From an optimization exercise on the open Yosys and OpenROAD flow, aimed at small area and a short achievable clock period; shortcuts taken in it are not production practice.
Function was checked by simulation only, so behaviour that the tests miss may differ from the original.

try-indigo:
## CordicVectoring
module CordicVectoring (
  input  wire        in_clk,
  input  wire        in_rst,
  input  wire        in_enable,
  input  wire [15:0] in_x,
  input  wire [15:0] in_y,
  output wire        out_valid,
  output wire [18:0] out_phase,
  output wire [15:0] out_x,
  output wire [15:0] out_y
);
  Cordic u_cordic (
    .in_clk    (in_clk),
    .in_rst    (in_rst),
    .in_enable (in_enable),
    .in_x      (in_x),
    .in_y      (in_y),
    .out_valid (out_valid),
    .out_phase (out_phase),
    .out_x     (out_x),
    .out_y     (out_y)
  );
endmodule
For scale: roughly 2400 cells after synthesis, about 87 I/O pins, about 26000 µm² of cells after synthesis.
export LEC_CHECK = 0
export CAP_MARGIN = 20
export CORE_MARGIN = 2
export CORE_UTILIZATION = 40
export SLEW_MARGIN = 20
create_clock -name core_clock -period 9.0 [get_ports {in_clk}]
standard.sh (not shown) runs the stock make flow with config.mk's settings and CLKGATE_MAP_FILE= SYNTH_SCRIPT=/design/flow/synth_recipe.tcl, a recipe that flattens the netlist after the stock synthesis.
==> flow/flow/run.sh <==
#!/bin/bash
set -euo pipefail
bash standard.sh \
  SETUP_SLACK_MARGIN=${MARGIN:-5.9} \
  "BUFFER_PORTS_ARGS=-buffer_cell sky130_fd_sc_hd__buf_2" \
  finish > standard.log 2>&1
What try-nickel does differently from try-indigo at the input level:
- setting CTS_CLUSTER_SIZE to 30 for the first time
- setting CTS_CLUSTER_DIAMETER to 100 for the first time
- setting PLACE_DENSITY to 0.7 for the first time
- changing CORE_UTILIZATION from 40 to 55
==> flow/flow/run.sh <==
#!/bin/bash
set -euo pipefail
bash standard.sh \
  SETUP_SLACK_MARGIN=6.0 \
  "BUFFER_PORTS_ARGS=-buffer_cell sky130_fd_sc_hd__buf_2" \
  finish > standard.log 2>&1
try-nickel went all the way through synthesis, placement and routing and the layout is clean on timing, DRC and antenna. Overall fraction of global-route tracks in use (try-nickel over try-indigo): increase, 5.3 points. Routed wire length on try-nickel is up relative to try-indigo.
What try-willow does differently from try-nickel at the input level:
- CTS_CLUSTER_SIZE no longer set, was 30
- CTS_BUF_LIST now sky130_fd_sc_hd__clkbuf_8, previously not set
- PLACE_DENSITY no longer set, was 0.7
- CORE_UTILIZATION now 40, was 55
- CTS_CLUSTER_DIAMETER no longer set, was 100
==> flow/flow/run.sh <==
#!/bin/bash
set -euo pipefail
bash standard.sh \
  SETUP_SLACK_MARGIN=${MARGIN:-5.9} \
  "BUFFER_PORTS_ARGS=-buffer_cell sky130_fd_sc_hd__buf_2" \
  finish > standard.log 2>&1
Notes after the runs:
- Relative to try-nickel, met3 global-route usage increased by 1.1 points in try-willow.
- Taking try-nickel as the reference, in try-willow number of instances resized during post-cts repair has decreased; count of multi-input gates has remained practically unchanged.
- Looking at initial antenna violation count, try-willow sits 1 above try-nickel.
- Per the comparison of try-willow with try-nickel, detailed-placement wirelength estimate fell about 0.9%; final cycle utilization of the critical path rose 0.74 points; post-detailed-placement cell area rose about 1.1%; pre-CTS worst setup slack rose 0.13 ns.
- try-nickel ended up with u_cordic.yr[1][16]$_DFF_P_ as its launching instance or port of the critical path; try-willow ended up with u_cordic.yr[4][16]$_DFF_P_.
## Diff of input files: try-fjord against try-willow
- CTS_CLUSTER_DIAMETER newly set to 100
- CTS_BUF_LIST removed (was sky130_fd_sc_hd__clkbuf_8)
- CTS_CLUSTER_SIZE newly set to 30
- CORE_UTILIZATION changed from 40 to 55
==> flow/flow/run.sh <==
#!/bin/bash
set -euo pipefail
bash standard.sh \
  SETUP_SLACK_MARGIN=6.0 \
  "BUFFER_PORTS_ARGS=-buffer_cell sky130_fd_sc_hd__buf_2" \
  finish > standard.log 2>&1
Notes after the runs:
Setup WNS try-willow -> try-fjord: better
Changes observed in try-fjord relative to try-willow: synthesis-to-layout area growth went down 3.8 points; design area lost about 3.3%; clock transition at the registers of the reported paths shows an increase of 0.06 ns.
Input-level comparison between try-violet and try-fjord:
- swapping 30 for 24 in CTS_CLUSTER_SIZE
- swapping 55 for 40 in CORE_UTILIZATION
==> flow/flow/run.sh <==
#!/bin/bash
set -euo pipefail
bash standard.sh \
  SETUP_SLACK_MARGIN=${MARGIN:-6.0} \
  "BUFFER_PORTS_ARGS=-buffer_cell sky130_fd_sc_hd__buf_2" \
  finish > standard.log 2>&1
Notes after the runs:
- On chip width: between try-fjord and try-violet, it ends up higher for try-violet.
- In the reports for try-fjord and try-violet, the smaller arrival time at the worst endpoint belongs to try-fjord.
- try-violet | status: complete | timing, DRC, antenna: pass
- try-violet reports a lower overall track demand over capacity in global routing than try-fjord does.
- try-violet — area of the die about 37% higher, try-fjord as reference
- Of try-fjord and try-violet, try-violet shows the higher worst hold slack, with try-fjord below it.
- For the mean number of vias per cell, try-violet came in 8.0% lower than try-fjord did.
- Per the comparison of try-violet with try-fjord, count of clock-buffer cells in the layout now sits higher; number of standard cells in the layout, taps in and fillers out went up; fraction of met1 tracks used by global routing shows a reduction of 10 points.

## what the ideal ports hide
The results above use ideal ports. As a check the final layouts listed here were re-extracted and re-timed, cells and wires unchanged. Step 1: set_driving_cell puts a clkbuf_16 on in_clk and a buf_2 on each other input, an assumption about the parent block. Step 2 moves the port delays by t, midway between the first and last clock arrival at a register: inputs arrive t later, outputs are due t later. That takes back most of the time a late clock gives input paths. Three values: ideal ports, drivers, drivers and shift; two values: the first two.
run | shift t [ns] | setup WS [ns] | hold slack, ns | slew at the worst register clock pin (ns) | pins driven straight from the clock port
try-indigo | 0.641 | 6.005 / 6.005 / 6.005 | 0.323 / 0.323 / 0.323 | 0.06 / 0.06 | 1
try-nickel | 0.614 | 6.066 / 6.066 / 6.066 | 0.318 / 0.318 / 0.318 | 0.11 / 0.11 | 1
try-willow | 0.708 | 5.999 / 5.999 / 5.999 | 0.318 / 0.318 / 0.318 | 0.06 / 0.06 | 1
try-fjord | 0.605 | 6.061 / 6.061 / 6.061 | 0.325 / 0.325 / 0.325 | 0.11 / 0.11 | 1
try-violet | 0.637 | 6.050 / 6.050 / 6.050 | 0.332 / 0.332 / 0.332 | 0.10 / 0.10 | 1
After both steps setup and hold are still met in every run listed.
